Background: an optimization exercise with open tools, aiming at small area, a short achievable clock period and few clock cycles. Do not read the settings as production practice.
At most, simulation tests tie the RTL to the original design; equivalence was not proved.
Function not checked in runs 3 to 5: the RTL went through the layout flow alone.

==> flow/design.v <==
module SW #(parameter WIDTH_SCORE = 8, parameter WIDTH_POS_REF = 7, parameter WIDTH_POS_QUERY = 6)
       (
           input           clk,
           input           reset,
           input           valid,
           input [1:0]     data_ref,
           input [1:0]     data_query,
           output          finish,
           output [WIDTH_SCORE - 1:0]   max,
           output [WIDTH_POS_REF - 1:0]   pos_ref,
           output [WIDTH_POS_QUERY - 1:0]   pos_query
       );
localparam NQ = 48;
localparam K  = 3;                  
localparam P  = NQ / K;             
localparam D0 = 49 - P;             
localparam DL = D0 + P - 1;         
localparam FIN = DL + 65;           
function integer hw;                
    input integer v;
    integer b;
    begin
        b = 0;
        while ((1 << b) <= v) b = b + 1;
        hw = b;
    end
endfunction
reg [6:0] cnt;                      
reg       run;
reg       fin;
wire      go = valid | run;
always @(posedge clk or posedge reset)
begin
    if (reset) begin
        cnt <= 7'd0;
        run <= 1'b0;
        fin <= 1'b0;
    end
    else begin
        run <= go;
        if (go && cnt != FIN)
            cnt <= cnt + 7'd1;
        fin <= (cnt == FIN - 1);
    end
end
assign finish = fin;
reg [2*D0-1:0] rline;               
always @(posedge clk)
begin
    rline <= {rline[2*D0-3:0], data_ref};
end
reg  [7*NQ-1:0] Hr;                 
reg  [NQ-1:0]   eIr;
reg  [2*NQ-1:0] Qr;
wire [3*NQ-1:0] DWw;                
reg  [7*P-1:0]  Hdiag;              
reg  [3*P-1:0]  DWr;                
reg  [2*P-1:0]  Rr;                 
wire [2*P-1:0]  Rin;                
reg  [7*P-1:0]  Mr;                 
reg  [6*P-1:0]  Jr;                 
reg  [6:0] best;
reg  [6:0] best_r;
reg  [5:0] best_q;
reg  [6:0] o_max;
reg  [6:0] o_r;
reg  [5:0] o_q;
genvar p, c;
generate
for (p = 0; p < P; p = p + 1) begin : pe
    wire clr = (cnt == D0 + p - 1);
    wire ld  = (cnt >= p*K) && (cnt <= p*K + K - 1);
    if (p == 0) begin : r0
        assign Rin[1:0] = rline[2*D0-1:2*D0-2];
    end
    else begin : rn
        assign Rin[2*p+:2] = Rr[2*(p-1)+:2];
    end
    always @(posedge clk) begin
        Rr[2*p+:2] <= Rin[2*p+:2];
        DWr[3*p+:3] <= DWw[3*(p*K+K-1)+:3];
    end
    if (p > 0) begin : hd
        always @(posedge clk)
            Hdiag[7*p+:7] <= Hr[7*(p*K-1)+:7];
    end
    for (c = 0; c < K; c = c + 1) begin : col
        localparam j = p*K + c;
        localparam W = hw(2*(j+1));
        wire [6:0] hup = Hr[7*j+:7];
        wire [6:0] diag;
        wire [2:0] dw;
        if (c == 0) begin : c0
            if (p == 0) begin : p0
                assign diag = 7'd0;
                assign dw   = 3'd2;
            end
            else begin : pn
                assign diag = Hdiag[7*p+:7];
                assign dw   = DWr[3*(p-1)+:3];
            end
        end
        else begin : cn
            assign diag = Hr[7*(j-1)+:7];
            assign dw   = DWw[3*(j-1)+:3];
        end
        wire [2:0] u   = hup[2:0] - diag[2:0] + 3'd2;
        wire [2:0] iu  = u + eIr[j];
        wire       z   = (diag == 7'd0);
        wire       mt  = (Rin[2*p+:2] == Qr[2*j+:2]);
        wire [2:0] e;
        assign e[2] = mt | iu[2] | z;
        assign e[1] = mt | (iu[2] ? iu[1] : ~z);
        assign e[0] = mt ? (&iu) : (iu[2] ? iu[0] : ~z);
        wire [2:0] ea  = mt     ? ((&iu) ? 3'd1 : 3'd6 - u) :
                         iu[2]  ? {2'b00, eIr[j]} :
                         z      ? 3'd4 - u : 3'd3 - u;
        wire [2:0] eb  = 3'd1 - u;               
        wire [6:0] he  = diag + {{5{~e[2]}}, e[1:0]};     
        wire [6:0] hd  = diag + {{5{~dw[2]}}, dw[1:0]};   
        wire       ge  = (dw >= e);
        wire [2:0] r4  = ge ? dw : e;            
        wire [6:0] h   = ge ? hd : he;
        assign DWw[3*j+:3] = ge ? dw + eb : ea;
        always @(posedge clk) begin
            Hr[7*j+:7] <= clr ? 7'd0 : {{(7-W){1'b0}}, h[W-1:0]};
            eIr[j]     <= clr ? 1'b0 : (iu == r4);
            if (ld)
                Qr[2*j+:2] <= (c == K-1) ? data_query : Qr[2*(j+1)+:2];
        end
    end
    wire [7*(K+1)-1:0] mv;
    wire [6*(K+1)-1:0] jv;
    if (p == 0) begin : m0
        assign mv[6:0] = 7'd0;
        assign jv[5:0] = 6'd0;
    end
    else begin : mn
        assign mv[6:0] = Mr[7*(p-1)+:7];
        assign jv[5:0] = Jr[6*(p-1)+:6];
    end
    for (c = 0; c < K; c = c + 1) begin : mc
        wire [6:0] hc = Hr[7*(p*K+c)+:7];
        wire       gt = (hc > mv[7*c+:7]);
        assign mv[7*(c+1)+:7] = gt ? hc : mv[7*c+:7];
        assign jv[6*(c+1)+:6] = gt ? (p*K + c + 1) : jv[6*c+:6];
    end
    if (p < P-1) begin : mreg
        localparam WM = hw(2*(p*K+K));
        always @(posedge clk) begin
            Mr[7*p+:7] <= {{(7-WM){1'b0}}, mv[7*K+:WM]};
            Jr[6*p+:6] <= jv[6*K+:6];
        end
    end
    else begin : mlast
        wire       en  = (cnt >= DL + 1) && (cnt <= DL + 64);
        wire       upd = en && (mv[7*K+:7] > best);
        wire [6:0] nb  = upd ? mv[7*K+:7] : best;
        wire [5:0] nq  = upd ? jv[6*K+:6] : best_q;
        wire [6:0] nr  = upd ? cnt - DL   : best_r;
        always @(posedge clk or posedge reset) begin
            if (reset) begin
                best   <= 7'd0;
                best_r <= 7'd0;
                best_q <= 6'd0;
            end
            else begin
                best   <= nb;
                best_q <= nq;
                best_r <= nr;
            end
        end
        always @(posedge clk) begin
            o_max <= nb;
            o_q   <= nq;
            o_r   <= nr;
        end
    end
end
endgenerate
assign max       = {1'b0, o_max};
assign pos_ref   = o_r;
assign pos_query = o_q;
endmodule
==> flow/flow/run.sh <==
#!/bin/bash
set -euo pipefail
WORK=$(pwd)
rm -rf "$WORK/scripts_abc"
mkdir -p "$WORK/scripts_abc"
cp -r "$FLOW_HOME/scripts/." "$WORK/scripts_abc/"
cp "$WORK/flow/abc.script" "$WORK/scripts_abc/abc_speed.script"
bash "$WORK/standard.sh" SCRIPTS_DIR="$WORK/scripts_abc" ADDER_MAP_FILE= finish > "$WORK/flow_make.log" 2>&1
==> flow/flow/abc.script <==
strash
&get -n
&fraig -x
&put
scorr
dc2
strash
&get -n
&dch -f
&nf -R 20
&put
topo
stime -c
==> flow/standard.sh <==
#!/bin/bash
# synth_recipe.tcl (not shown) runs the flow's synth.tcl, then flattens the netlist and writes it again
# the make line also repeats each setting of config.mk as NAME=value (left out here)
make -C /OpenROAD-flow-scripts/flow DESIGN_CONFIG=/design/flow/config.mk WORK_HOME=/design/flow/orfs CLKGATE_MAP_FILE= SYNTH_SCRIPT=/design/flow/synth_recipe.tcl "${@:-finish}"
==> flow/config.mk <==
export PLATFORM = sky130hd
export DESIGN_NAME = SW
export DESIGN_NICKNAME = SW
export VERILOG_FILES = /design/flow/design.v
export SDC_FILE = /design/flow/constraint.sdc
export NUM_CORES = 4
export LEC_CHECK = 0
export CAP_MARGIN = 20
export CORE_MARGIN = 2
export CORE_UTILIZATION = 40
export CTS_CLUSTER_DIAMETER = 80
export CTS_CLUSTER_SIZE = 24
export SLEW_MARGIN = 20
==> flow/constraint.sdc <==
create_clock -name core_clock -period 33.0 [get_ports {clk}]
set_input_delay 6.6000 -clock core_clock [delete_from_list [all_inputs] [get_ports {clk}]]
set_output_delay 6.6000 -clock core_clock [all_outputs]
set_load 0.01 [all_outputs]
==> flow_summary_export.csv, run 1 <==
group,metric,value,unit
routing,postRouteAntennaNets,0,
timing,finalHoldViolations,0,
setup_path,end_kind,"output pin",
setup_path,r2r-end,"Hr[124]",
yosys,synth_edf_count,96,
routing,firstDrtPassIters,6,
setup_path,endpoint,"max[3]",
routing,post_drt_via_cell_ratio,5.38,
setup_path,path_delay_family,"buffers and inverters",
setup_path,crit_slowest_cell,"clkdlybuf4s50_1",
placed_design,place_area,56900,µm²
setup_path,worst-path-stages,1,
floorplanning,rows,135,
global_route,grt_max_degree,30,
placed_design,io_buffers,27,
placed_design,dpl.hpwl,103,mm
timing,fin_ws,24800,ps
yosys,synth_top_area_cell,"dfxtp_1",
clock_network,cts_made_buffers,60,
clock_network,htree_levels,2,
global_route,gr-total-overflow,0,
yosys,synth_cell_types,73,
timing,relSlewSlack,23.4,%
setup_path,r2r.worst_path.cells,24,
setup_path,worstPathMaxFanout,1,
job,cap_violations,0,
timing,period_needed,8200,ps
timing,max_slew.worst_pin.slew,1140,ps
clock_network,post_cts_buffers,0,
clock_network,cts_resized,0,
global_route,grt_pass1_wl,219,mm
setup_path,crit_arrival,1600,ps
cells_and_area,final_area,59100,µm²
setup_path,crit_buf_inv,1,
cells_and_area,final_layout_size_suffix_gt1_share,1.95,%
min_path,hp-class,"register to register",
routing,wl,135,mm
floorplanning,die_height,372,µm
cells_and_area,final_common_cell,"nor2_1",
yosys,yosys_warnings,1,
yosys,synth_area_leaders,"dfxtp_1 (27%), xnor2_1 (12%), xor2_1 (5.7%), a21oi_1 (5.7%), nor2_1 (5.7%)",
floorplanning,start_util,40.1,%
floorplanning,coreArea,135000,µm²
yosys,ys_async_sr_fraction,3.38,%
cells_and_area,nNetsFinal,6893,
placed_design,dp_cells,8605,
cells_and_area,final_core_util,43.8,%
clock_network,clk_pin_slew_worst_paths,90,ps
yosys,synth_top_area_share,27.1,%
setup_path,path_cells,"clkdlybuf4s50_1",
clock_network,clockBufferDepth,3,
cells_and_area,area_delta_synth_final,9.03,%
yosys,synth.avg_cell_area,8.00,µm²
timing,max_freq,0.122,GHz
timing,timing.hold.ws,323,ps
cells_and_area,fill_cells,13442,
clock_network,clkSinkCount,859,
floorplanning,die_area,138000,µm²
setup_path,critPathLaunch,"o_max[3]",
yosys,synth_cells,6770,
placed_design,pre_cts_slack,24810,ps
timing,skew,55.8,ps
routing,drt_iter0_drc,3296,
placed_design,routabilityCongestion,0.879,
yosys,ys_ff_latch,859,
setup_path,start_kind,"register",
floorplanning,io_pins,29,
timing,tns,0,ps
timing,rsz0062_at_grt,"false",
timing,timing.final.crit_share,24.8,%
setup_path,rr_startpoint,"Hr[106]",
setup_path,slowest_delay,550,ps
global_route,grtUsageTotal,18.8,%
outcome,outcome,"complete, no violations",
setup_path,worstSetupPathType,"register to output pin",
timing,setup_violations,0,
routing,vias,46868,
clock_network,ctsHoldBuffers,0,
cells_and_area,instances_no_fill,8719,
global_route,grt_pass1_vias,43371,
yosys,syn-cell-area,54200,µm²
cells_and_area,layout_common_cells,"nor2_1 (816), xnor2_1 (752), dfxtp_1 (734)",
yosys,ys_seq_area_share,33.8,%
floorplanning,die_x,372,µm
setup_path,critPathRequiredTime,26400,ps
clock_network,cts_root_buffer,"clkbuf_16",
routing,drc,0,
global_route,grt_antenna_before_repair,5,
clock_network,insertion_delay,720,ps
setup_path,ff2ff_setup_slack,25000,ps
routing,wl_per_cell,15.4,µm
clock_network,cts_tree,"yes",
timing,finalMaxSlewViolations,0,
yosys,synthFlopType,"dfxtp_1",
## registers in the layout, indices dropped and copies added, names as in the netlist
| name | cells |
|---|---|
| Qr | 96 |
| best_q | 6 |
| Hdiag | 87 |
| Rin | 30 |
| cnt | 7 |
| fin | 1 |
| Mr | 87 |
| best_r | 7 |
| o_max | 7 |
| eIr | 48 |
| Jr | 72 |
| o_q | 6 |
| o_r | 7 |
| best | 7 |
| rline | 66 |
| run | 1 |
| Hr | 279 |
| pe.col.dw | 45 |
## synthesized netlist by cell type (all sizes together), types with 29 or more instances
library cell / instances
nand2b: 124
nor2b: 117
and2: 115
maj3: 107
mux2i: 181
a21o: 36
a22oi: 73
dfxtp: 734
o21ai: 597
a21oi: 620
mux2: 57
o21bai: 31
xnor2: 752
nor4: 34
nor3: 156
o211ai: 32
nand2: 682
dfrtp: 29
nand3: 67
o22ai: 151
or2: 44
clkinv: 291
xor2: 355
edfxtp: 96
o21a: 33
a211oi: 33
nor2: 817
a31oi: 38
## per-layer routing
layer	share of wire [%]	track usage, %
met1	47	25.3
met2	46	31.5
met3	4.4	2.38
met4	2.3	5.13
met5	0	0
## worst min-delay path by stage
stage,to,start,depth (start not counted)
6_report,rline[59],rline[57],0
3_3_place_gp,rline[59],rline[57],0
3_5_place_dp,rline[12],rline[10],0
5_1_grt,rline[63],rline[61],0
2_1_floorplan,rline[10],rline[8],0
4_1_cts,rline[59],rline[57],0
## final cells by class
cell class / instances / area, µm² / area share, %
multi-input combinational: 5619 / 34800 / 58.9
sequential: 859 / 18300 / 31.0
tap: 1781 / 2230 / 3.77
clock buffer: 72 / 1550 / 2.62
inverter: 291 / 1090 / 1.85
clock inverter: 41 / 598 / 1.01
timing repair buffer: 55 / 480 / 0.813
antenna: 1 / 2.50 / 0.00424
## logic make-up (layout without fill, tap and decap cells)
| group | Yosys count | after routing | synth area share, % |
|---|---|---|---|
| other cells | 1 | 2 | 0.00692 |
| xor+xnor | 1108 | 1108 | 17.9 |
| simple gates | 2289 | 2289 | 19.2 |
| buf+inv | 292 | 459 | 2.03 |
| mux | 238 | 238 | 4.53 |
| compound gates | 1876 | 1876 | 20.5 |
| flops | 859 | 859 | 33.8 |
| fa+ha+maj | 107 | 107 | 1.98 |
Testbench counts, summed over its fixed seeds: cycles 22,072.
==> run 2: changes to the inputs <==
==> flow/flow/abc.script (replaced) <==
strash
&get -n
&fraig -x
&put
scorr
dc2
strash
&get -n
&dch -f
&nf -R 100
&put
topo
stime -c
--- a/flow/config.mk
+++ b/flow/config.mk
@@ -9,3 +9,3 @@
 export CORE_MARGIN = 2
-export CORE_UTILIZATION = 40
+export CORE_UTILIZATION = 60
 export CTS_CLUSTER_DIAMETER = 80
==> flow_summary_export.csv, run 2 <==
group,metric,value,unit
cells_and_area,final_core_util,64.6,%
job,cap_violations,0,
min_path,hold_path_startpoint,"rline[43]",
timing,rsz0062_at_grt,"false",
clock_network,post_cts_buffers,0,
cells_and_area,final_layout_size_suffix_gt1_share,1.55,%
clock_network,clkSinkCount,859,
global_route,grt_pass1_wl,210,mm
timing,finalHoldViolations,0,
placed_design,routabilityCongestion,0.904,
timing,max_slew.worst_pin.slew,1160,ps
floorplanning,rows,109,
yosys,synth_edf_count,96,
setup_path,path_delay_family,"compound AO/OA/AOI/OAI gates",
clock_network,cts_tree,"yes",
min_path,hp-class,"register to register",
timing,skew,40.6,ps
clock_network,insertion_delay,650,ps
yosys,ys_async_sr_fraction,3.38,%
yosys,synthFlopType,"dfxtp_1",
yosys,ys_seq_area_share,34.2,%
clock_network,clk_pin_slew_worst_paths,90,ps
yosys,yosys_warnings,1,
setup_path,slowest_delay,670,ps
yosys,yosysMostFrequentCell,"nor2_1",
timing,tns,0,ps
setup_path,r2r.worst_path.cells,28,
floorplanning,die_height,302,µm
timing,timing.hold.ws,323,ps
routing,firstDrtPassIters,7,
setup_path,rr_startpoint,"Hr[105]",
min_path,whs_endpoint,"rline[45]",
cells_and_area,diodes,0,
routing,post_drt_via_cell_ratio,5.81,
setup_path,crit_arrival,8770,ps
timing,period_needed,8250,ps
setup_path,crit_buf_inv,0,
routing,vias,46937,
routing,wl,128,mm
min_path,whs_path_depth,0,
yosys,ys_ff_latch,859,
routing,wl_per_cell,15.8,µm
setup_path,r2r-end,"Hr[124]",
timing,relSlewSlack,22.6,%
timing,setup_violations,0,
yosys,synth_top_area_cell,"dfxtp_1",
placed_design,io_buffers,27,
cells_and_area,largest_register_ff_count,279,
timing,timing.final.crit_share,25.0,%
global_route,grtUsageTotal,27.2,%
outcome,outcome,"complete, no violations",
floorplanning,die_x,302,µm
routing,postRouteAntennaNets,0,
setup_path,crit_slowest_cell,"o21ai_0",
clock_network,clockBufferDepth,3,
setup_path,worstPathMaxFanout,12,
clock_network,cts_made_buffers,51,
floorplanning,die_area,91500,µm²
yosys,synth.avg_cell_area,7.89,µm²
routing,drc,0,
clock_network,cts_root_buffer,"clkbuf_16",
global_route,grt_antenna_before_repair,1,
clock_network,ctsHoldBuffers,0,
yosys,syn-cell-area,53400,µm²
yosys,ys_top_cells_by_count,"nor2_1 (843), nand2_1 (742), dfxtp_1 (734), xnor2_1 (693), o21ai_0 (689)",
yosys,synth_cell_types,72,
floorplanning,coreArea,88400,µm²
timing,max_freq,0.121,GHz
global_route,grt_pass1_vias,42408,
global_route,grt_max_degree,36,
yosys,synth_top_area_share,27.5,%
yosys,synth_area_leaders,"dfxtp_1 (27%), xnor2_1 (11%), xor2_1 (6.5%), o21ai_0 (6.5%), a21oi_1 (6.3%)",
cells_and_area,area_delta_synth_final,6.75,%
setup_path,start_kind,"register",
cells_and_area,layout_common_cells,"nor2_1 (843), nand2_1 (742), dfxtp_1 (734)",
setup_path,critPathRequiredTime,33520,ps
setup_path,worstSetupPathType,"register to register",
placed_design,dpl.hpwl,97.3,mm
clock_network,cts_resized,0,
timing,finalMaxSlewViolations,0,
setup_path,end_kind,"register",
setup_path,ff2ff_setup_slack,24750,ps
cells_and_area,final_common_cell,"nor2_1",
clock_network,htree_levels,2,
routing,drt_iter0_drc,3737,
floorplanning,io_pins,29,
yosys,synth_cells,6776,
cells_and_area,nNetsFinal,6885,
global_route,gr-total-overflow,0,
setup_path,crit_top_cell,"o21ai_0",
floorplanning,start_util,60.5,%
[run 2: changes by cell type in the layout (fill, tap and decap cells not counted), sizes merged, moves of 23 or more]
cell,previous run,this run
nor2,817,843
o21ai,597,689
xor2,355,397
a21oi,620,668
mux2i,181,125
xnor2,752,693
nand2b,124,101
clkinv,309,284
mux2,57,34
nand2,682,742
[run 2: worst max path at each step]
stage | start | end | slack, ps | cells after the start
2_1_floorplan | valid | cnt[5] | 25410 | 5
3_3_place_gp | valid | cnt[6] | 24870 | 7
3_5_place_dp | Hr[105] | Hr[124] | 24830 | 28
4_1_cts | Hr[105] | Hr[124] | 24790 | 28
5_1_grt | Hr[105] | Hr[124] | 23910 | 28
6_report | Hr[105] | Hr[124] | 24750 | 28
[run 2: area by class of cell]
cell class,count,area (µm²)
flip-flops and latches,859,18300
well taps,1165,1460
multi-input cells,5640,34100
clock inverters,28,340
clock buffers,64,1360
repair buffers,50,443
fillers,7864,31300
inverters,276,1040
[run 2: cell families after synthesis]
family / after synthesis / share of synthesized area [%]
simple gates: 2325 / 19.6
compound gates: 1956 / 21.2
xor+xnor: 1091 / 17.9
flops: 859 / 34.2
buf+inv: 277 / 1.95
mux: 159 / 3.06
fa+ha+maj: 108 / 2.02
other cells: 1 / 0.00702
[run 2: routing by layer]
metal | up-vias | routed length (µm) | global-route usage (%) | share of wire, %
li1 | 24012 | - | - | -
met1 | 21683 | 61500 | 38.3 | 48
met2 | 1082 | 58400 | 45.3 | 46
met3 | 160 | 5460 | 2.09 | 4.3
met4 | 0 | 2620 | 6.56 | 2.0
met5 | - | 0 | 0 | 0
[run 2: worst register-to-register path, delay by kind of cell (launching register included)]
family,cells,cell delay [ps]
adders and majority gates,5,2060
muxes,2,770
AOI/OAI and AO/OA,11,2850
DFF,1,570
xor gates and xnor gates,2,860
and+or+nand+nor,8,1050
[run 2: per-stage QoR]
| step | std cells | setup WS (ps) | cell area [µm²] |
|---|---|---|---|
| floorplan | 6776 | 25410 | 53400 |
| global placement | 7990 | 24870 | 55400 |
| detailed placement | 7990 | 24830 | 55400 |
| CTS | 8082 | 24790 | 57000 |
| global route | 8082 | 23910 | 57000 |
| finish | 8082 | 24750 | 57000 |
==> run 3: changes to the inputs <==
--- a/flow/design.v
+++ b/flow/design.v
@@ -15,3 +15,3 @@
 localparam P  = NQ / K;             
-localparam D0 = 49 - P;             
+localparam D0 = 50 - P;             
 localparam DL = D0 + P - 1;         
@@ -46,2 +46,3 @@
 assign finish = fin;
+reg [1:0] q_in;
 reg [2*D0-1:0] rline;               
@@ -49,2 +50,3 @@
 begin
+    q_in  <= data_query;
     rline <= {rline[2*D0-3:0], data_ref};
@@ -71,3 +73,3 @@
     wire clr = (cnt == D0 + p - 1);
-    wire ld  = (cnt >= p*K) && (cnt <= p*K + K - 1);
+    wire ld  = (cnt >= p*K + 1) && (cnt <= p*K + K);
     if (p == 0) begin : r0
@@ -128,3 +130,3 @@
             if (ld)
-                Qr[2*j+:2] <= (c == K-1) ? data_query : Qr[2*(j+1)+:2];
+                Qr[2*j+:2] <= (c == K-1) ? q_in : Qr[2*(j+1)+:2];
         end
@@ -173,5 +175,7 @@
         always @(posedge clk) begin
-            o_max <= nb;
-            o_q   <= nq;
-            o_r   <= nr;
+            if (cnt == FIN - 1) begin
+                o_max <= nb;
+                o_q   <= nq;
+                o_r   <= nr;
+            end
         end
==> flow/flow/abc.script (replaced) <==
strash
&get -n
&fraig -x
&put
scorr
dc2
strash
&get -n
&dch -f
&nf
&put
topo
stime -c
--- a/flow/config.mk
+++ b/flow/config.mk
@@ -9,5 +9,3 @@
 export CORE_MARGIN = 2
-export CORE_UTILIZATION = 60
-export CTS_CLUSTER_DIAMETER = 80
-export CTS_CLUSTER_SIZE = 24
+export CORE_UTILIZATION = 40
 export SLEW_MARGIN = 20
==> flow_summary_export.csv, run 3 <==
group,metric,value,unit
clock_network,cts_root_buffer,"clkbuf_16",
yosys,synthFlopType,"dfxtp_1",
setup_path,end_kind,"output pin",
routing,wl,146,mm
timing,skew,59.6,ps
yosys,syn-cell-area,56000,µm²
global_route,grtUsageMet1,25.4,%
placed_design,dp_cells,8861,
routing,postRouteAntennaNets,0,
timing,max_slew.worst_pin.slew,1280,ps
timing,rsz0062_at_grt,"false",
clock_network,cts_resized,0,
yosys,yosysMostFrequentCell,"nor2_1",
setup_path,crit_slowest_cell,"clkdlybuf4s50_1",
setup_path,path_cells,"clkdlybuf4s50_1",
placed_design,io_buffers,27,
global_route,grt_pass1_wl,238,mm
routing,wl_per_cell,16.1,µm
job,cap_violations,0,
routing,drc,0,
setup_path,critPathRequiredTime,26400,ps
cells_and_area,layout_common_cells,"nor2_1 (786), xnor2_1 (752), dfxtp_1 (718)",
global_route,grt_antenna_before_repair,6,
setup_path,crit_arrival,1610,ps
floorplanning,die_area,143000,µm²
clock_network,htree_levels,3,
setup_path,start_kind,"register",
routing,vias,49794,
setup_path,ff2ff_setup_slack,25510,ps
global_route,busiest_layer,"met2",
yosys,synth_top_area_cell,"dfxtp_1",
cells_and_area,instances_no_fill,9054,
setup_path,path_delay_family,"buffers and inverters",
routing,post_drt_via_cell_ratio,5.50,
timing,max_freq,0.122,GHz
yosys,synth_area_leaders,"dfxtp_1 (26%), xnor2_1 (12%), edfxtp_1 (6.2%), a21oi_1 (5.6%), nor2_1 (5.3%)",
min_path,hp-class,"register to register",
yosys,synth.avg_cell_area,8.07,µm²
global_route,grt_pass1_vias,46852,
clock_network,cts_made_buffers,101,
cells_and_area,fill_cells,13773,
timing,tns,0,ps
floorplanning,die_height,378,µm
global_route,grt_max_degree,30,
setup_path,worst-path-stages,1,
clock_network,cts_tree,"yes",
clock_network,clk_pin_slew_worst_paths,60,ps
placed_design,dpl.hpwl,110,mm
yosys,synth_top_area_share,25.7,%
setup_path,crit_buf_inv,1,
timing,setup_violations,0,
setup_path,rr_startpoint,"Hr[273]",
timing,relSlewSlack,14.1,%
yosys,ys_top_cells_by_count,"nor2_1 (786), xnor2_1 (752), dfxtp_1 (718), nand2_1 (682), a21oi_1 (626)",
placed_design,pre_cts_slack,24750,ps
outcome,outcome,"complete, no violations",
yosys,synth_edf_count,116,
yosys,ys_async_sr_fraction,3.36,%
timing,timing.hold.ws,317,ps
clock_network,post_cts_buffers,0,
global_route,gr-usage-met3,2.51,%
routing,firstDrtPassIters,7,
timing,period_needed,8210,ps
cells_and_area,final_common_cell,"nor2_1",
clock_network,ctsHoldBuffers,0,
cells_and_area,diodes,0,
floorplanning,start_util,40.3,%
floorplanning,coreArea,139000,µm²
setup_path,r2r.worst_path.cells,20,
cells_and_area,final_layout_size_suffix_gt1_share,2.77,%
timing,fin_ws,24790,ps
cells_and_area,area_delta_synth_final,11.7,%
setup_path,worstPathMaxFanout,1,
timing,finalHoldViolations,0,
yosys,synth_cells,6943,
global_route,gr-total-overflow,0,
setup_path,r2r-end,"Hr[292]",
floorplanning,rows,137,
setup_path,worstSetupPathType,"register to output pin",
routing,drt_iter0_drc,3553,
yosys,ys_ff_latch,863,
setup_path,endpoint,"finish",
cells_and_area,largest_register_ff_count,279,
min_path,whs_path_depth,0,
yosys,ys_seq_area_share,33.2,%
setup_path,slowest_delay,540,ps
floorplanning,io_pins,29,
placed_design,routabilityCongestion,0.881,
global_route,grtUsageTotal,19.9,%
timing,timing.final.crit_share,24.9,%
clock_network,insertion_delay,740,ps
setup_path,critPathLaunch,"fin",
cells_and_area,final_core_util,45.0,%
yosys,synth_cell_types,75,
floorplanning,die_x,378,µm
timing,finalMaxSlewViolations,0,
cells_and_area,nNetsFinal,7097,
global_route,globalRouteMet2Util,34.8,%
clock_network,clockBufferDepth,3,
clock_network,clkSinkCount,863,
yosys,yosys_warnings,1,
-- run 3: cell types whose count changed after synthesis, moves of 23 or more --
cell / previous run / this run
mux2i_1: 125 / 201
nor2_1: 843 / 786
or2_0: 35 / 69
xor2_1: 397 / 310
a21oi_1: 668 / 626
nand3_1: 53 / 103
nand2_1: 742 / 682
xnor2_1: 693 / 752
o21ai_0: 689 / 589
a211oi_1: 20 / 53
o21a_1: 28 / 51
mux2_1: 34 / 59
and3_1: 26 / 51
-- run 3: how the worst min path moves through the flow --
stage / start / to / slack [ps]
after CTS: rline[47] / rline[49] / 310
after global routing: rline[14] / rline[16] / 330
after floorplan: rline[8] / rline[10] / 310
after detailed placement: rline[18] / rline[20] / 310
after global placement: rline[30] / rline[32] / 310
final: rline[47] / rline[49] / 320
-- run 3: metal layers --
layer | routed length, µm | share of wire (%) | vias up
met3 | 5950 | 4.1 | 235
li1 | - | - | 25174
met4 | 3570 | 2.4 | 0
met1 | 66700 | 46 | 23329
met2 | 69800 | 48 | 1056
met5 | 0 | 0 | -
-- run 3: through the flow --
stage | instance area, µm²
after global placement | 58800
after detailed placement | 58800
after floorplan | 56000
after global routing | 62600
final | 62600
after CTS | 62600
-- run 3: layout make-up --
class / count / area, µm² / share of cell area (%)
clock buffer: 135 / 2920 / 4.67
clock inverter: 56 / 861 / 1.38
inverter: 269 / 1010 / 1.61
multi-input combinational: 5810 / 36500 / 58.3
sequential: 863 / 18600 / 29.7
tap: 1876 / 2350 / 3.75
timing repair buffer: 45 / 403 / 0.644
-- run 3: cells by family (layout without fill, tap and decap cells) --
kind of cell	count (synthesis)	after routing	synth area share, %
buffers and inverters	270	505	1.82
AOI/OAI and AO/OA	2003	2003	21.8
DFF	863	863	33.2
other	1	1	0.00669
muxes	260	260	4.78
and+or+nand+nor	2373	2373	19.7
adders and majority gates	105	105	1.88
xor gates and xnor gates	1068	1068	16.8
==> run 4: changes to the inputs <==
--- a/flow/design.v
+++ b/flow/design.v
@@ -15,3 +15,3 @@
 localparam P  = NQ / K;             
-localparam D0 = 50 - P;             
+localparam D0 = 49 - P;             
 localparam DL = D0 + P - 1;         
@@ -46,3 +46,2 @@
 assign finish = fin;
-reg [1:0] q_in;
 reg [2*D0-1:0] rline;               
@@ -50,3 +49,2 @@
 begin
-    q_in  <= data_query;
     rline <= {rline[2*D0-3:0], data_ref};
@@ -57,3 +55,5 @@
 wire [3*NQ-1:0] DWw;                
-reg  [7*P-1:0]  Hdiag;              
+reg  [3*P-1:0]  Hd3;                
+reg  [P-1:0]    Hdz;                
+wire [3*NQ-1:0] Uw;                 
 reg  [3*P-1:0]  DWr;                
@@ -66,5 +66,2 @@
 reg  [5:0] best_q;
-reg  [6:0] o_max;
-reg  [6:0] o_r;
-reg  [5:0] o_q;
 genvar p, c;
@@ -73,3 +70,3 @@
     wire clr = (cnt == D0 + p - 1);
-    wire ld  = (cnt >= p*K + 1) && (cnt <= p*K + K);
+    wire ld  = (cnt >= p*K) && (cnt <= p*K + K - 1);
     if (p == 0) begin : r0
@@ -85,4 +82,6 @@
     if (p > 0) begin : hd
-        always @(posedge clk)
-            Hdiag[7*p+:7] <= Hr[7*(p*K-1)+:7];
+        always @(posedge clk) begin
+            Hd3[3*p+:3] <= Hr[7*(p*K-1)+:3];
+            Hdz[p]      <= (Hr[7*(p*K-1)+:7] == 7'd0);
+        end
     end
@@ -92,3 +91,5 @@
         wire [6:0] hup = Hr[7*j+:7];
-        wire [6:0] diag;
+        wire [6:0] diag;                     
+        wire [2:0] diag3;
+        wire       z;
         wire [2:0] dw;
@@ -100,3 +101,3 @@
             else begin : pn
-                assign diag = Hdiag[7*p+:7];
+                assign diag = 7'd0;
                 assign dw   = DWr[3*(p-1)+:3];
@@ -108,5 +109,13 @@
         end
-        wire [2:0] u   = hup[2:0] - diag[2:0] + 3'd2;
+        if (c == 0 && p > 0) begin : dz
+            assign diag3 = Hd3[3*p+:3];
+            assign z     = Hdz[p];
+        end
+        else begin : dzn
+            assign diag3 = diag[2:0];
+            assign z     = (diag == 7'd0);
+        end
+        wire [2:0] u   = hup[2:0] - diag3 + 3'd2;
+        assign Uw[3*j+:3] = u;
         wire [2:0] iu  = u + eIr[j];
-        wire       z   = (diag == 7'd0);
         wire       mt  = (Rin[2*p+:2] == Qr[2*j+:2]);
@@ -120,7 +129,14 @@
         wire [2:0] eb  = 3'd1 - u;               
-        wire [6:0] he  = diag + {{5{~e[2]}}, e[1:0]};     
-        wire [6:0] hd  = diag + {{5{~dw[2]}}, dw[1:0]};   
         wire       ge  = (dw >= e);
         wire [2:0] r4  = ge ? dw : e;            
-        wire [6:0] h   = ge ? hd : he;
+        wire [6:0] h;
+        if (c == 0 && p > 0) begin : hu
+            wire [3:0] dv = {1'b0, r4} - {1'b0, u} - 4'd2;    
+            assign h = hup + {{3{dv[3]}}, dv};
+        end
+        else begin : hg
+            wire [6:0] he = diag + {{5{~e[2]}}, e[1:0]};     
+            wire [6:0] hd = diag + {{5{~dw[2]}}, dw[1:0]};   
+            assign h = ge ? hd : he;
+        end
         assign DWw[3*j+:3] = ge ? dw + eb : ea;
@@ -130,3 +146,3 @@
             if (ld)
-                Qr[2*j+:2] <= (c == K-1) ? q_in : Qr[2*(j+1)+:2];
+                Qr[2*j+:2] <= (c == K-1) ? data_query : Qr[2*(j+1)+:2];
         end
@@ -143,8 +159,18 @@
     end
-    for (c = 0; c < K; c = c + 1) begin : mc
-        wire [6:0] hc = Hr[7*(p*K+c)+:7];
-        wire       gt = (hc > mv[7*c+:7]);
-        assign mv[7*(c+1)+:7] = gt ? hc : mv[7*c+:7];
-        assign jv[6*(c+1)+:6] = gt ? (p*K + c + 1) : jv[6*c+:6];
-    end
+    wire [6*K-1:0] rel;                  
+    wire [6*K-1:0] lm;                   
+    wire [2*K-1:0] li;                   
+    assign rel[5:0] = 6'd0;
+    assign lm[5:0]  = 6'd0;
+    assign li[1:0]  = 2'd0;
+    for (c = 1; c < K; c = c + 1) begin : mc
+        assign rel[6*c+:6] = rel[6*(c-1)+:6] + {3'd0, Uw[3*(p*K+c)+:3]} - 6'd2;
+        wire gt = ($signed(rel[6*c+:6]) > $signed(lm[6*(c-1)+:6]));
+        assign lm[6*c+:6] = gt ? rel[6*c+:6] : lm[6*(c-1)+:6];
+        assign li[2*c+:2] = gt ? c : li[2*(c-1)+:2];
+    end
+    wire [6:0] cand = Hr[7*(p*K)+:7] + lm[6*(K-1)+:6];
+    wire       cgt  = (cand > mv[6:0]);
+    assign mv[7*K+:7] = cgt ? cand : mv[6:0];
+    assign jv[6*K+:6] = cgt ? (p*K + 1 + li[2*(K-1)+:2]) : jv[5:0];
     if (p < P-1) begin : mreg
@@ -157,7 +183,3 @@
     else begin : mlast
-        wire       en  = (cnt >= DL + 1) && (cnt <= DL + 64);
-        wire       upd = en && (mv[7*K+:7] > best);
-        wire [6:0] nb  = upd ? mv[7*K+:7] : best;
-        wire [5:0] nq  = upd ? jv[6*K+:6] : best_q;
-        wire [6:0] nr  = upd ? cnt - DL   : best_r;
+        wire en = (cnt >= DL + 1) && (cnt <= DL + 64);
         always @(posedge clk or posedge reset) begin
@@ -168,13 +190,6 @@
             end
-            else begin
-                best   <= nb;
-                best_q <= nq;
-                best_r <= nr;
-            end
-        end
-        always @(posedge clk) begin
-            if (cnt == FIN - 1) begin
-                o_max <= nb;
-                o_q   <= nq;
-                o_r   <= nr;
+            else if (en && mv[7*K+:7] > best) begin
+                best   <= mv[7*K+:7];
+                best_q <= jv[6*K+:6];
+                best_r <= cnt - DL;
             end
@@ -184,5 +199,5 @@
 endgenerate
-assign max       = {1'b0, o_max};
-assign pos_ref   = o_r;
-assign pos_query = o_q;
+assign max       = {1'b0, best};
+assign pos_ref   = best_r;
+assign pos_query = best_q;
 endmodule
==> flow_summary_export.csv, run 4 <==
group,metric,value,unit
clock_network,insertion_delay,710,ps
timing,period_needed,8550,ps
placed_design,io_buffers,27,
yosys,synth_xor_area_share,21.6,%
setup_path,worstPathMaxFanout,1,
timing,max_freq,0.117,GHz
yosys,synthFlopType,"dfxtp_1",
floorplanning,start_util,40.3,%
timing,rsz0062_at_grt,"false",
cells_and_area,layout_common_cells,"xnor2_1 (952), nor2_1 (817), nand2_1 (708)",
yosys,ys_async_sr_fraction,3.58,%
routing,wl_per_cell,15.5,µm
timing,timing.hold.ws,319,ps
floorplanning,die_height,379,µm
timing,finalHoldViolations,0,
clock_network,cts_root_buffer,"clkbuf_16",
outcome,outcome,"complete, no violations",
clock_network,clkSinkCount,810,
cells_and_area,diodes,0,
yosys,synth_area_leaders,"dfxtp_1 (24%), xnor2_1 (15%), xor2_1 (6.1%), nor2_1 (5.4%), edfxtp_1 (5.1%)",
routing,drt_iter0_drc,3049,
setup_path,slowest_delay,620,ps
global_route,grt_antenna_before_repair,3,
cells_and_area,final_layout_size_suffix_gt1_share,2.69,%
global_route,grtUsageTotal,19.1,%
yosys,synth_mux_area_share,4.74,%
floorplanning,coreArea,140000,µm²
yosys,synth_top_area_share,24.3,%
timing,finalMaxSlewViolations,0,
timing,timing.final.crit_share,25.9,%
yosys,synth_compound_area_share,18.1,%
placed_design,dp_cells,8922,
cells_and_area,fill_cells,13820,
routing,post_drt_via_cell_ratio,5.35,
setup_path,crit_arrival,1950,ps
setup_path,crit_buf_inv,1,
routing,postRouteAntennaNets,0,
clock_network,ctsHoldBuffers,0,
clock_network,cts_tree,"yes",
timing,relSlewSlack,27.8,%
yosys,synth_top_area_cell,"dfxtp_1",
clock_network,cts_resized,0,
floorplanning,rows,137,
timing,skew,42.2,ps
clock_network,clk_pin_slew_worst_paths,60,ps
yosys,synth-adder-area-share,3.07,%
min_path,hp-class,"register to register",
yosys,synth_top_family_by_area,"XOR/XNOR gates",
yosys,yosysMostFrequentCell,"xnor2_1",
setup_path,worstSetupPathType,"register to output pin",
cells_and_area,final_core_util,44.7,%
setup_path,path_delay_family,"buffers and inverters",
routing,drc,0,
clock_network,cts_made_buffers,92,
placed_design,routabilityCongestion,0.916,
setup_path,path_cells,"clkdlybuf4s50_1",
cells_and_area,area_delta_synth_final,10.8,%
floorplanning,die_x,379,µm
cells_and_area,nNetsFinal,7150,
routing,vias,48703,
clock_network,post_cts_buffers,0,
routing,firstDrtPassIters,6,
clock_network,htree_levels,3,
cells_and_area,largest_register_ff_count,218,
yosys,synth_simple_gate_area_share,20.3,%
yosys,synth.avg_cell_area,8.06,µm²
routing,wl,141,mm
global_route,grt_pass1_wl,229,mm
yosys,ys_seq_area_share,30.7,%
clock_network,clockBufferDepth,3,
floorplanning,io_pins,29,
yosys,yosys_warnings,1,
timing,max_slew.worst_pin.slew,1070,ps
cells_and_area,instances_no_fill,9099,
global_route,gr-total-overflow,0,
timing,tns,0,ps
global_route,grt_pass1_vias,45324,
yosys,synth_cell_types,74,
setup_path,end_kind,"output pin",
placed_design,dpl.hpwl,107,mm
floorplanning,die_area,144000,µm²
yosys,ys_ff_latch,810,
yosys,ys_top_cells_by_count,"xnor2_1 (953), nor2_1 (818), nand2_1 (708), dfxtp_1 (685), o21ai_0 (573)",
yosys,synth_cells,6994,
global_route,grt_max_degree,23,
setup_path,critPathRequiredTime,26400,ps
cells_and_area,final_common_cell,"xnor2_1",
setup_path,start_kind,"register",
timing,setup_violations,0,
yosys,syn-cell-area,56300,µm²
setup_path,crit_slowest_cell,"clkdlybuf4s50_1",
job,cap_violations,0,
yosys,synth_edf_count,96,
==> run 4: cell types whose count changed after synthesis, sizes merged, moves of 28 or more <==
cell / previous run / this run
xnor2: 752 / 953
a21oi: 626 / 521
xor2: 310 / 394
maj3: 105 / 173
o22ai: 133 / 67
clkinv: 269 / 212
nor3: 153 / 210
a22oi: 72 / 22
and2: 117 / 165
dfxtp: 718 / 685
nor2: 786 / 818
and3: 51 / 22
nand2b: 109 / 137
nand3: 103 / 75
==> run 4: cell type report <==
type | count | area, µm² | area share, %
timing repair buffer | 54 | 475 | 0.762
inverter | 212 | 796 | 1.28
clock inverter | 49 | 533 | 0.854
sequential | 810 | 17300 | 27.8
tap | 1876 | 2350 | 3.76
clock buffer | 125 | 2650 | 4.25
multi-input combinational | 5973 | 38300 | 61.3
==> run 4: cell families (layout without fill, tap and decap cells) <==
logic type | count (synthesis) | after routing
and+or+nand+nor | 2481 | 2481
AOI/OAI and AO/OA | 1696 | 1696
xor gates and xnor gates | 1363 | 1363
DFF | 810 | 810
muxes | 257 | 257
buffers and inverters | 213 | 440
adders and majority gates | 173 | 173
other | 1 | 3
==> run 4: path summary, 6_finish.rpt <==
check | start | end | slack (ps) | cells past startpoint
min in group asynchronous | reset | best_r[3] | 6220 | 2
worst max register to register | pe[15].col[0].hup[0] | best_q[3] | 25150 | 20
worst min register to register | rline[21] | rline[23] | 320 | 0
worst min-delay path | rline[21] | rline[23] | 320 | 0
max in group asynchronous | reset | cnt[6] | 26320 | 3
worst max-delay path | fin | finish | 24450 | 1
==> run 4: routing by layer <==
layer / track usage (%) / vias to the layer above / wire, µm
met5: 0 / - / 13
met2: 32.2 / 919 / 64600
met4: 4.63 / 2 / 2800
met3: 2.29 / 188 / 5250
li1: - / 24824 / -
met1: 25.9 / 22770 / 67900
==> run 4: through the flow <==
stage               area, µm²  setup slack [ps]
floorplan               56300             25100
global placement        59100             24710
detailed placement      59200             24710
CTS                     62300             24410
global route            62400             24400
finish                  62400             24450
==> run 5: changes to the inputs <==
--- a/flow/design.v
+++ b/flow/design.v
@@ -13,3 +13,3 @@
 localparam NQ = 48;
-localparam K  = 3;                  
+localparam K  = 4;                  
 localparam P  = NQ / K;             
@@ -51,3 +51,4 @@
 end
-reg  [7*NQ-1:0] Hr;                 
+reg  [7*P-1:0]  Ar;                 
+reg  [3*NQ-1:0] Dr;                 
 reg  [NQ-1:0]   eIr;
@@ -55,5 +56,6 @@
 wire [3*NQ-1:0] DWw;                
+wire [3*NQ-1:0] Uw;                 
+wire [3*NQ-1:0] R4w;                
 reg  [3*P-1:0]  Hd3;                
 reg  [P-1:0]    Hdz;                
-wire [3*NQ-1:0] Uw;                 
 reg  [3*P-1:0]  DWr;                
@@ -66,2 +68,5 @@
 reg  [5:0] best_q;
+reg  [6:0] o_max;
+reg  [6:0] o_r;
+reg  [5:0] o_q;
 genvar p, c;
@@ -71,2 +76,4 @@
     wire ld  = (cnt >= p*K) && (cnt <= p*K + K - 1);
+    localparam WA = hw(2*(p*K+1));
+    wire [6:0] a0 = Ar[7*p+:7];         
     if (p == 0) begin : r0
@@ -77,11 +84,12 @@
     end
+    wire [6*K-1:0] sd;
+    assign sd[5:0] = {3'd0, a0[2:0]};
+    for (c = 1; c < K; c = c + 1) begin : sums
+        assign sd[6*c+:6] = sd[6*(c-1)+:6] + {3'd0, Dr[3*(p*K+c)+:3]};
+    end
     always @(posedge clk) begin
-        Rr[2*p+:2] <= Rin[2*p+:2];
+        Rr[2*p+:2]  <= Rin[2*p+:2];
         DWr[3*p+:3] <= DWw[3*(p*K+K-1)+:3];
-    end
-    if (p > 0) begin : hd
-        always @(posedge clk) begin
-            Hd3[3*p+:3] <= Hr[7*(p*K-1)+:3];
-            Hdz[p]      <= (Hr[7*(p*K-1)+:7] == 7'd0);
-        end
+        Hd3[3*p+:3] <= sd[6*(K-1)+:3] - 2*(K-1);
+        Hdz[p]      <= (a0[6:3] == 4'd0) && (sd[6*(K-1)+:6] == 2*(K-1));
     end
@@ -89,7 +97,4 @@
         localparam j = p*K + c;
-        localparam W = hw(2*(j+1));
-        wire [6:0] hup = Hr[7*j+:7];
-        wire [6:0] diag;                     
-        wire [2:0] diag3;
-        wire       z;
+        wire [2:0] u;
+        wire       z;                    
         wire [2:0] dw;
@@ -97,8 +102,10 @@
             if (p == 0) begin : p0
-                assign diag = 7'd0;
-                assign dw   = 3'd2;
+                assign u  = a0[2:0] + 3'd2;
+                assign z  = 1'b1;
+                assign dw = 3'd2;
             end
             else begin : pn
-                assign diag = 7'd0;
-                assign dw   = DWr[3*(p-1)+:3];
+                assign u  = a0[2:0] - Hd3[3*(p-1)+:3] + 3'd2;
+                assign z  = Hdz[p-1];
+                assign dw = DWr[3*(p-1)+:3];
             end
@@ -106,14 +113,6 @@
         else begin : cn
-            assign diag = Hr[7*(j-1)+:7];
-            assign dw   = DWw[3*(j-1)+:3];
-        end
-        if (c == 0 && p > 0) begin : dz
-            assign diag3 = Hd3[3*p+:3];
-            assign z     = Hdz[p];
-        end
-        else begin : dzn
-            assign diag3 = diag[2:0];
-            assign z     = (diag == 7'd0);
-        end
-        wire [2:0] u   = hup[2:0] - diag3 + 3'd2;
+            assign u  = Dr[3*j+:3];
+            assign z  = (a0[6:3] == 4'd0) && (sd[6*(c-1)+:6] == 2*(c-1));
+            assign dw = DWw[3*(j-1)+:3];
+        end
         assign Uw[3*j+:3] = u;
@@ -131,15 +130,15 @@
         wire [2:0] r4  = ge ? dw : e;            
-        wire [6:0] h;
-        if (c == 0 && p > 0) begin : hu
-            wire [3:0] dv = {1'b0, r4} - {1'b0, u} - 4'd2;    
-            assign h = hup + {{3{dv[3]}}, dv};
-        end
-        else begin : hg
-            wire [6:0] he = diag + {{5{~e[2]}}, e[1:0]};     
-            wire [6:0] hd = diag + {{5{~dw[2]}}, dw[1:0]};   
-            assign h = ge ? hd : he;
-        end
+        assign R4w[3*j+:3] = r4;
         assign DWw[3*j+:3] = ge ? dw + eb : ea;
+        if (c == 0) begin : ha
+            wire [3:0] dv = {1'b0, r4} - {1'b0, u} - 4'd2;
+            wire [6:0] h  = a0 + {{3{dv[3]}}, dv};
+            always @(posedge clk)
+                Ar[7*p+:7] <= clr ? 7'd0 : {{(7-WA){1'b0}}, h[WA-1:0]};
+        end
+        else begin : hd
+            always @(posedge clk)
+                Dr[3*j+:3] <= clr ? 3'd2 : r4 - R4w[3*(j-1)+:3] + Uw[3*(j-1)+:3];
+        end
         always @(posedge clk) begin
-            Hr[7*j+:7] <= clr ? 7'd0 : {{(7-W){1'b0}}, h[W-1:0]};
             eIr[j]     <= clr ? 1'b0 : (iu == r4);
@@ -166,3 +165,3 @@
     for (c = 1; c < K; c = c + 1) begin : mc
-        assign rel[6*c+:6] = rel[6*(c-1)+:6] + {3'd0, Uw[3*(p*K+c)+:3]} - 6'd2;
+        assign rel[6*c+:6] = rel[6*(c-1)+:6] + {3'd0, Dr[3*(p*K+c)+:3]} - 6'd2;
         wire gt = ($signed(rel[6*c+:6]) > $signed(lm[6*(c-1)+:6]));
@@ -171,3 +170,3 @@
     end
-    wire [6:0] cand = Hr[7*(p*K)+:7] + lm[6*(K-1)+:6];
+    wire [6:0] cand = a0 + lm[6*(K-1)+:6];
     wire       cgt  = (cand > mv[6:0]);
@@ -183,3 +182,7 @@
     else begin : mlast
-        wire en = (cnt >= DL + 1) && (cnt <= DL + 64);
+        wire       en  = (cnt >= DL + 1) && (cnt <= DL + 64);
+        wire       upd = en && (mv[7*K+:7] > best);
+        wire [6:0] nb  = upd ? mv[7*K+:7] : best;
+        wire [5:0] nq  = upd ? jv[6*K+:6] : best_q;
+        wire [6:0] nr  = upd ? cnt - DL   : best_r;
         always @(posedge clk or posedge reset) begin
@@ -190,7 +193,12 @@
             end
-            else if (en && mv[7*K+:7] > best) begin
-                best   <= mv[7*K+:7];
-                best_q <= jv[6*K+:6];
-                best_r <= cnt - DL;
-            end
+            else begin
+                best   <= nb;
+                best_q <= nq;
+                best_r <= nr;
+            end
+        end
+        always @(posedge clk) begin
+            o_max <= nb;
+            o_q   <= nq;
+            o_r   <= nr;
         end
@@ -199,5 +207,5 @@
 endgenerate
-assign max       = {1'b0, best};
-assign pos_ref   = best_r;
-assign pos_query = best_q;
+assign max       = {1'b0, o_max};
+assign pos_ref   = o_r;
+assign pos_query = o_q;
 endmodule
==> flow/flow/abc.script (replaced) <==
strash
&get -n
&fraig -x
&put
scorr
dc2
strash
&get -n
&dch -f
&nf -R 20
&put
topo
stime -c
--- a/flow/config.mk
+++ b/flow/config.mk
@@ -10,2 +10,4 @@
 export CORE_UTILIZATION = 40
+export CTS_CLUSTER_DIAMETER = 80
+export CTS_CLUSTER_SIZE = 24
 export SLEW_MARGIN = 20
==> flow_summary_export.csv, run 5 <==
group,metric,value,unit
outcome,outcome,"complete, no violations",
yosys,synth_area_leaders,"dfxtp_1 (21%), xnor2_1 (17%), xor2_1 (7.3%), edfxtp_1 (5.7%), nand2_1 (5.5%)",
placed_design,dpl.hpwl,93.4,mm
cells_and_area,layout_common_cells,"xnor2_1 (994), nand2_1 (743), nor2_1 (672)",
setup_path,r2r.worst_path.cells,25,
routing,firstDrtPassIters,5,
yosys,yosysMostFrequentCell,"xnor2_1",
global_route,grt_max_degree,30,
setup_path,slowest_delay,820,ps
routing,drt_iter0_drc,2771,
floorplanning,coreArea,126000,µm²
yosys,synth_top_area_cell,"dfxtp_1",
setup_path,path_delay_family,"compound AO/OA/AOI/OAI gates",
floorplanning,start_util,40.3,%
yosys,ys_seq_area_share,28.3,%
setup_path,crit_arrival,9410,ps
yosys,synth_edf_count,96,
setup_path,start_kind,"register",
routing,vias,43446,
clock_network,cts_tree,"yes",
placed_design,dp_cells,8099,
yosys,ys_top_cells_by_count,"xnor2_1 (994), nand2_1 (743), nor2_1 (674), dfxtp_1 (538), o21ai_0 (496)",
yosys,yosys_warnings,1,
floorplanning,die_area,130000,µm²
yosys,synthFlopType,"dfxtp_1",
yosys,synth_cells,6393,
routing,postRouteAntennaNets,0,
setup_path,end_kind,"register",
timing,relSlewSlack,24.9,%
timing,finalHoldViolations,0,
yosys,synth_mux_area_share,4.02,%
yosys,synth_top_area_share,21.2,%
yosys,synth_simple_gate_area_share,18.8,%
cells_and_area,nNetsFinal,6509,
cells_and_area,multi_input_area,35300,µm²
cells_and_area,final_layout_size_suffix_gt1_share,1.94,%
clock_network,post_cts_buffers,0,
timing,period_needed,8860,ps
clock_network,htree_levels,2,
cells_and_area,area_delta_synth_final,8.92,%
clock_network,cts_root_buffer,"clkbuf_16",
timing,setup_violations,0,
clock_network,clk_pin_slew_worst_paths,90,ps
min_path,hp-class,"register to register",
floorplanning,rows,130,
placed_design,place_area,53300,µm²
yosys,synth_cell_types,68,
setup_path,worst-path-stages,25,
setup_path,crit_buf_inv,1,
routing,wl,123,mm
yosys,synth_top_family_by_area,"XOR/XNOR gates",
setup_path,crit_top_cell,"o21ai_0",
global_route,grt_pass1_vias,40529,
yosys,synth_compound_area_share,17.0,%
yosys,synth_xor_area_share,24.7,%
routing,post_drt_via_cell_ratio,5.30,
placed_design,io_buffers,27,
timing,skew,43.5,ps
global_route,gr-total-overflow,0,
min_path,whs_path_depth,0,
timing,finalMaxSlewViolations,0,
setup_path,crit_slowest_cell,"dfxtp_1",
routing,drc,0,
setup_path,critPathRequiredTime,33550,ps
timing,max_slew.worst_pin.slew,1130,ps
clock_network,insertion_delay,700,ps
cells_and_area,final_area,55200,µm²
floorplanning,die_x,360,µm
timing,fin_ws,24140,ps
global_route,grt_antenna_before_repair,1,
cells_and_area,final_common_cell,"xnor2_1",
timing,max_freq,0.113,GHz
job,cap_violations,0,
cells_and_area,instances_no_fill,8195,
yosys,ys_ff_latch,663,
placed_design,routabilityCongestion,0.878,
clock_network,cts_resized,0,
routing,wl_per_cell,15.0,µm
setup_path,worstSetupPathType,"register to register",
timing,tns,0,ps
timing,rsz0062_at_grt,"false",
clock_network,clockBufferDepth,3,
yosys,syn-cell-area,50700,µm²
placed_design,pre_cts_slack,24310,ps
clock_network,cts_made_buffers,51,
clock_network,ctsHoldBuffers,0,
clock_network,clkSinkCount,663,
floorplanning,io_pins,29,
yosys,synth.avg_cell_area,7.93,µm²
global_route,grtUsageTotal,18.3,%
timing,timing.final.crit_share,26.8,%
floorplanning,die_height,360,µm
cells_and_area,largest_register_ff_count,108,
cells_and_area,regArea,14400,µm²
yosys,synth-adder-area-share,4.97,%
setup_path,worstPathMaxFanout,23,
yosys,ys_async_sr_fraction,4.37,%
cells_and_area,fill_cells,12582,
global_route,grt_pass1_wl,203,mm
## run 5: cell count changes after synthesis, sizes merged, moves of 27 or more
| cell | delta |
|---|---|
| dfxtp | -147 |
| nor3 | -100 |
| xnor2 | +41 |
| and2 | -76 |
| maj3 | +79 |
| a21oi | -46 |
| o21ai | -77 |
| clkinv | +70 |
| mux2i | -27 |
| o21a | -44 |
| mux2 | -32 |
| nor2 | -144 |
| nand2 | +35 |
| nand2b | -40 |
## run 5: logic make-up (layout without fill, tap and decap cells)
group                      Yosys count  count (layout)
and+or+nand+nor                   2118            2118
AOI/OAI and AO/OA                 1457            1457
xor gates and xnor gates          1421            1421
DFF                                663             663
buffers and inverters              283             434
adders and majority gates          252             252
muxes                              198             198
other                                1               2
## run 5: cell type report
cell class | count | share of cell area, %
antenna | 1 | 0.00453
clock buffer | 55 | 2.36
clock inverter | 40 | 1.16
inverter | 282 | 1.92
multi-input combinational | 5447 | 63.9
sequential | 663 | 26.0
tap | 1650 | 3.74
timing repair buffer | 57 | 0.904
## run 5: worst paths after layout
path | from | to | slack, ps
setup / recovery | Dr[136] | best_q[1] | 24140
hold / removal | rline[58] | rline[60] | 320
setup reg to reg | Dr[136] | best_q[1] | 24140
hold reg to reg | rline[58] | rline[60] | 320
max in group asynchronous | reset | best_q[0] | 26270
min in group asynchronous | reset | best_r[2] | 6290
## run 5: per-stage QoR
| step | hold WS [ps] | utilization (%) |
|---|---|---|
| floorplan | 310 | - |
| finish | 317 | 43.9 |
| global route | 330 | 43.9 |
| detailed placement | 312 | 42.4 |
| global placement | 311 | 42.4 |
| CTS | 322 | 43.9 |
## run 5: layer usage
layer	track usage [%]	vias up	wire, µm
li1	-	22377	-
met1	25.0	20229	59200
met2	30.9	714	56500
met3	1.83	126	4690
met4	4.33	0	2200
met5	0	-	0
==> run 6: changes to the inputs <==
--- a/flow/design.v
+++ b/flow/design.v
@@ -13,3 +13,3 @@
 localparam NQ = 48;
-localparam K  = 4;                  
+localparam K  = 3;                  
 localparam P  = NQ / K;             
--- a/flow/config.mk
+++ b/flow/config.mk
@@ -9,3 +9,3 @@
 export CORE_MARGIN = 2
-export CORE_UTILIZATION = 40
+export CORE_UTILIZATION = 55
 export CTS_CLUSTER_DIAMETER = 80
==> flow_summary_export.csv, run 6 <==
group,metric,value,unit
setup_path,path_delay_family,"buffers and inverters",
global_route,grtUsageMet1,33.8,%
global_route,gr-usage-met3,3.42,%
timing,finalHoldViolations,0,
setup_path,end_kind,"output pin",
timing,tns,0,ps
job,cap_violations,0,
setup_path,crit_buf_inv,1,
min_path,hp-class,"register to register",
global_route,grt_max_degree,33,
cells_and_area,instances_no_fill,7867,
floorplanning,die_area,97000,µm²
timing,setup_violations,0,
yosys,synth_top_area_share,23.8,%
timing,max_freq,0.123,GHz
yosys,ys_ff_latch,742,
clock_network,cts_made_buffers,51,
cells_and_area,layout_common_cells,"xnor2_1 (981), nand2_1 (770), nor2_1 (717)",
yosys,synth_edf_count,96,
setup_path,crit_slowest_cell,"clkdlybuf4s50_1",
setup_path,critPathRequiredTime,26400,ps
timing,period_needed,8100,ps
timing,timing.hold.ws,323,ps
floorplanning,io_pins,29,
global_route,grtUsageTotal,24.7,%
cells_and_area,nNetsFinal,6576,
clock_network,insertion_delay,680,ps
clock_network,clkSinkCount,742,
cells_and_area,final_area,56000,µm²
outcome,outcome,"complete, no violations",
yosys,synthFlopType,"dfxtp_1",
routing,firstDrtPassIters,5,
clock_network,clk_pin_slew_worst_paths,90,ps
routing,wl_per_cell,15.7,µm
floorplanning,die_height,311,µm
global_route,busiest_layer,"met2",
global_route,grt_pass1_wl,202,mm
yosys,synth_cells,6452,
placed_design,place_area,54100,µm²
global_route,gr-total-overflow,0,
clock_network,cts_tree,"yes",
clock_network,cts_root_buffer,"clkbuf_16",
timing,rsz0062_at_grt,"false",
yosys,synth_top_area_cell,"dfxtp_1",
floorplanning,die_x,311,µm
setup_path,crit_arrival,1500,ps
global_route,grt_pass1_vias,40063,
cells_and_area,area_delta_synth_final,7.71,%
routing,vias,43591,
routing,postRouteAntennaNets,0,
yosys,syn-cell-area,52000,µm²
timing,timing.final.crit_share,24.5,%
cells_and_area,final_layout_size_suffix_gt1_share,2.03,%
global_route,globalRouteMet2Util,40.3,%
setup_path,worstPathMaxFanout,1,
routing,post_drt_via_cell_ratio,5.54,
clock_network,ctsHoldBuffers,0,
global_route,grt_antenna_before_repair,2,
yosys,ys_seq_area_share,30.7,%
clock_network,clockBufferDepth,3,
yosys,synth.avg_cell_area,8.05,µm²
placed_design,dp_cells,7770,
clock_network,htree_levels,2,
floorplanning,rows,112,
yosys,synth_area_leaders,"dfxtp_1 (24%), xnor2_1 (17%), xor2_1 (7.4%), nand2_1 (5.6%), edfxtp_1 (5.5%)",
routing,drc,0,
timing,finalMaxSlewViolations,0,
floorplanning,coreArea,93500,µm²
floorplanning,start_util,55.6,%
setup_path,path_cells,"clkdlybuf4s50_1",
routing,drt_iter0_drc,2976,
yosys,ys_async_sr_fraction,3.91,%
yosys,yosys_warnings,1,
setup_path,ff2ff_setup_slack,25280,ps
yosys,ys_top_cells_by_count,"xnor2_1 (982), nand2_1 (770), nor2_1 (717), dfxtp_1 (617), o21ai_0 (504)",
placed_design,io_buffers,27,
clock_network,post_cts_buffers,0,
timing,relSlewSlack,29.1,%
yosys,yosysMostFrequentCell,"xnor2_1",
routing,wl,123,mm
cells_and_area,final_common_cell,"xnor2_1",
timing,max_slew.worst_pin.slew,1050,ps
setup_path,slowest_delay,530,ps
yosys,synth_cell_types,69,
timing,skew,36.8,ps
placed_design,routabilityCongestion,0.908,
setup_path,worstSetupPathType,"register to output pin",
clock_network,cts_resized,0,
placed_design,dpl.hpwl,93.2,mm
setup_path,start_kind,"register",
[run 6: cell types whose count changed after synthesis, moves of 18 or more]
cell | previous run | this run
and2_0 | 89 | 107
nor2b_1 | 131 | 105
nand2_1 | 743 | 770
nor2_1 | 674 | 717
clkinv_1 | 282 | 215
dfxtp_1 | 538 | 617
nand2b_1 | 97 | 127
mux2i_1 | 152 | 120
[run 6: cell families after synthesis]
kind of cell	Yosys count	synth area share (%)
adders and majority gates	251	4.83
other	1	0.00722
xor gates and xnor gates	1424	24.1
AOI/OAI and AO/OA	1438	16.3
muxes	159	3.16
and+or+nand+nor	2221	19.3
DFF	742	30.7
buffers and inverters	216	1.57
[run 6: worst paths after layout]
path | start | to | depth (start not counted)
worst min-delay path | rline[58] | rline[60] | 0
worst max-delay path | o_r[6] | pos_ref[6] | 1
max in group asynchronous | reset | cnt[0] | 3
worst max register to register | Ar[49] | Dr[71] | 21
worst min register to register | rline[58] | rline[60] | 0
min in group asynchronous | reset | fin | 3
[run 6: cell type report]
class / count / area (µm²)
Multi-Input combinational cell: 5496 / 35300
Inverter: 215 / 807
Sequential cell: 742 / 16000
Clock buffer: 60 / 1350
Timing Repair Buffer: 63 / 536
Tap cell: 1254 / 1570
Antenna cell: 2 / 5.00
Fill cell: 8679 / 37500
Clock inverter: 35 / 487
[run 6: through the flow]
stage	utilization, %	worst slack [ps]
after global routing	59.9	24490
after CTS	59.8	24840
after global placement	57.9	24770
final	59.9	24900
after floorplan	-	25620
after detailed placement	57.9	24780
[run 6: layer usage]
metal / share of wire, % / wire length, µm / vias to the layer above
li1: - / - / 22560
met2: 45 / 55500 / 663
met1: 48 / 59200 / 20194
met4: 2.9 / 3630 / 2
met3: 3.9 / 4810 / 172
met5: 0.011 / 13 / -
Testbench counts of run 6, summed over its fixed seeds: cycles 22,072.

## afterwards: timing with drivers on the ports
The flow's constraints put no driver on any port. The routed layouts listed below were extracted and timed again, unchanged, in two steps.
Step 1, drivers: a clkbuf_16 drives clk and a buf_2 each remaining input, both assumed.
Step 2 times the ports against the registers' clock, not the clock port: input delays grow and output delays shrink by t, the midpoint of the rising clock arrivals with the driver on.
Slacks: ideal ports / drivers / drivers and shift; pairs: ideal ports / drivers.
run | t, ns | setup slack, ns | worst setup path after step 2
run 1 | 0.768 | 24.803 / 24.730 / 24.780 | input to register
run 2 | 0.703 | 24.754 / 24.754 / 24.754 | register to register
run 3 | 0.787 | 24.788 / 24.714 / 24.716 | input to register
run 4 | 0.758 | 24.453 / 24.381 / 24.643 | input to register
run 5 | 0.754 | 24.140 / 24.140 / 24.140 | register to register
run 6 | 0.728 | 24.901 / 24.831 / 24.818 | input to register
After both steps every run listed still meets setup and hold. For run 6, which loses most, drivers alone change the setup slack by -0.070 ns; drivers and shift together by -0.083 ns.
